Background: an optimization exercise with open tools, aiming at small area. Do not read the settings as production practice.
Function was checked by simulation only, so behaviour that the tests miss may differ from the original. The flow treats the clock pin as an ideal source, which a real chip does not have.

==> run a <==
Design cic_filter, start of the top module:
module cic_filter# (
parameter INPUT_DATA_WIDTH = 16,
parameter DECIMATION_RATIO_R = 2048,
parameter NUMBER_OF_STAGES_N = 5,
parameter OUTPUT_DATA_WIDTH = 32
)(
    input wire i_clk,
    input wire i_resetn,
    input wire signed [INPUT_DATA_WIDTH - 1 : 0] i_data,
    output wire o_clk,
    output reg signed [OUTPUT_DATA_WIDTH - 1 : 0] o_data
);
export LEC_CHECK = 0
export CAP_MARGIN = 20
export CORE_MARGIN = 2
export CORE_UTILIZATION = 40
export SLEW_MARGIN = 20
create_clock -name core_clock -period 6.0 [get_ports {i_clk}]
standard.sh (not shown) runs the stock make flow with config.mk's settings and CLKGATE_MAP_FILE= SYNTH_SCRIPT=/design/flow/synth_recipe.tcl, a recipe that flattens the netlist after the stock synthesis.
==> flow/flow/run.sh <==
#!/bin/bash
# Own layout flow: the standard ORFS flow, with
#  - the standard synthesis unchanged (bash standard.sh synth), followed by
#    fa_polarity.py, which only moves inverters around full-adder cells
#    (flip-flops untouched), and the netlist is read into the flow again;
#  - a clock tree of clkbuf_16 sink buffers on larger clusters (clkbuf_8 above
#    them), no dummy loads;
#  - the port buffers made with buf_1.
# Each tool's output goes to a log file in this folder.
set -euo pipefail
cd "$(dirname "$0")/.."
R="$PWD/orfs/results/$FLOW_PLATFORM/cic_filter/base"
CTS="-sink_clustering_enable -repair_clock_nets -buf_list sky130_fd_sc_hd__clkbuf_8 -root_buf sky130_fd_sc_hd__clkbuf_8 -sink_clustering_buffer sky130_fd_sc_hd__clkbuf_16"
CTS="$CTS -sink_clustering_size 30 -sink_clustering_max_diameter 150 -dont_use_dummy_load"
ARGS=("CTS_ARGS=$CTS" "BUFFER_PORTS_ARGS=-buffer_cell sky130_fd_sc_hd__buf_1")

bash standard.sh "${ARGS[@]}" synth > flow_synth.log 2>&1
cp "$R/1_2_yosys.v" "$R/1_2_yosys_standard.v"
python3 flow/fa_polarity.py "$R/1_2_yosys_standard.v" "$R/1_2_yosys.v" > flow_fa_polarity.log 2>&1
touch "$R/1_2_yosys.v"
bash standard.sh "${ARGS[@]}" finish > flow_layout.log 2>&1
test -f out/final.def
Other scripts of this flow, unchanged in this note and not shown: flow/flow/fa_polarity.py
==> inputs of run b, as changes to run a <==
--- a/flow/flow/run.sh
+++ b/flow/flow/run.sh
@@ -11,7 +11,7 @@
 cd "$(dirname "$0")/.."
 R="$PWD/orfs/results/$FLOW_PLATFORM/cic_filter/base"
 CTS="-sink_clustering_enable -repair_clock_nets -buf_list sky130_fd_sc_hd__clkbuf_8 -root_buf sky130_fd_sc_hd__clkbuf_8 -sink_clustering_buffer sky130_fd_sc_hd__clkbuf_16"
-CTS="$CTS -sink_clustering_size 30 -sink_clustering_max_diameter 150 -dont_use_dummy_load"
+CTS="$CTS -sink_clustering_size 32 -sink_clustering_max_diameter 100 -dont_use_dummy_load"
 ARGS=("CTS_ARGS=$CTS" "BUFFER_PORTS_ARGS=-buffer_cell sky130_fd_sc_hd__buf_1")
 
 bash standard.sh "${ARGS[@]}" synth > flow_synth.log 2>&1
--- a/flow/config.mk
+++ b/flow/config.mk
@@ -7,5 +7,6 @@
 export LEC_CHECK = 0
 export CAP_MARGIN = 20
 export CORE_MARGIN = 2
-export CORE_UTILIZATION = 40
+export CORE_UTILIZATION = 60
+export PLACE_DENSITY = 0.75
 export SLEW_MARGIN = 20
==> flow_summary.toml <==
[run_status]
outcome = "timing/DRC/antenna clean"

[cells_and_area]
final_design_area_no_fill_um2 = 33000
nClkBuffers = 38
final_cell_mix = "615 x dfxtp_1, 366 x dfrtp_1, 295 x fa_1, 77 x a21o_1, 68 x ha_1"

[pwr]
pg_seq_mw = 7.77
switching_share = 0.254
power.switching_mw = 3.09
p_per_area_nw_per_um2 = 369

[die]
die_h_um = 281
initial_core_util = 0.404

[worst_setup_path]
cp.arrival_ns = 6.29

[sta]
layout_setup_ws_ns = 0.234
post-route-period-util = 0.961
skew_ns = 0.0578
period_needed_ns = 5.77

[grt]
met1_usage = 0.158
grt_max_degree = 142
the above is filed under run a

==> flow_summary.toml <==
[sta]
post-route-period-util = 0.972
layout_setup_ws_ns = 0.170
period_needed_ns = 5.83
skew_ns = 0.0772

[grt]
antenna_found_initial = 1
met1_usage = 0.234
grt_max_degree = 148

[pwr]
p_per_area_nw_per_um2 = 376
switching_share = 0.256
pg_seq_mw = 7.78

[die]
die_h_um = 230
initial_core_util = 0.609

[run_status]
outcome = "timing/DRC/antenna clean"

[cells_and_area]
nClkBuffers = 36
final_design_area_no_fill_um2 = 32500
final_cell_mix = "615 x dfxtp_1, 363 x dfrtp_1, 295 x fa_1, 77 x a21o_1, 68 x ha_1"

[worst_setup_path]
cp.arrival_ns = 6.36
the above is filed under run b

## afterwards: timing with drivers on the ports
How much do the figures lean on ideal ports? The routed layouts below were timed once more, with nothing changed but the port constraints.
Step 1 (the two cells are an assumption about what drives the block):
set clk [get_ports {i_clk}]
set_driving_cell -lib_cell sky130_fd_sc_hd__clkbuf_16 $clk
set_driving_cell -lib_cell sky130_fd_sc_hd__buf_2 [delete_from_list [all_inputs] $clk]
Step 2 moves the port delays by t, midway between the first and last clock arrival at a register: inputs arrive t later, outputs are due t later. That takes back most of the time a late clock gives input paths.
Slacks: ideal ports / drivers / drivers and shift; pairs: ideal ports / drivers.
run	shift t [ns]	setup slack, ns	slew at the worst register clock pin (ns)	pins driven straight from the clock port
run a	0.715	0.234 / 0.234 / 0.234	0.11 / 0.11	1
run b	0.698	0.170 / 0.170 / 0.170	0.12 / 0.12	1
After both steps every run listed still meets setup and hold.
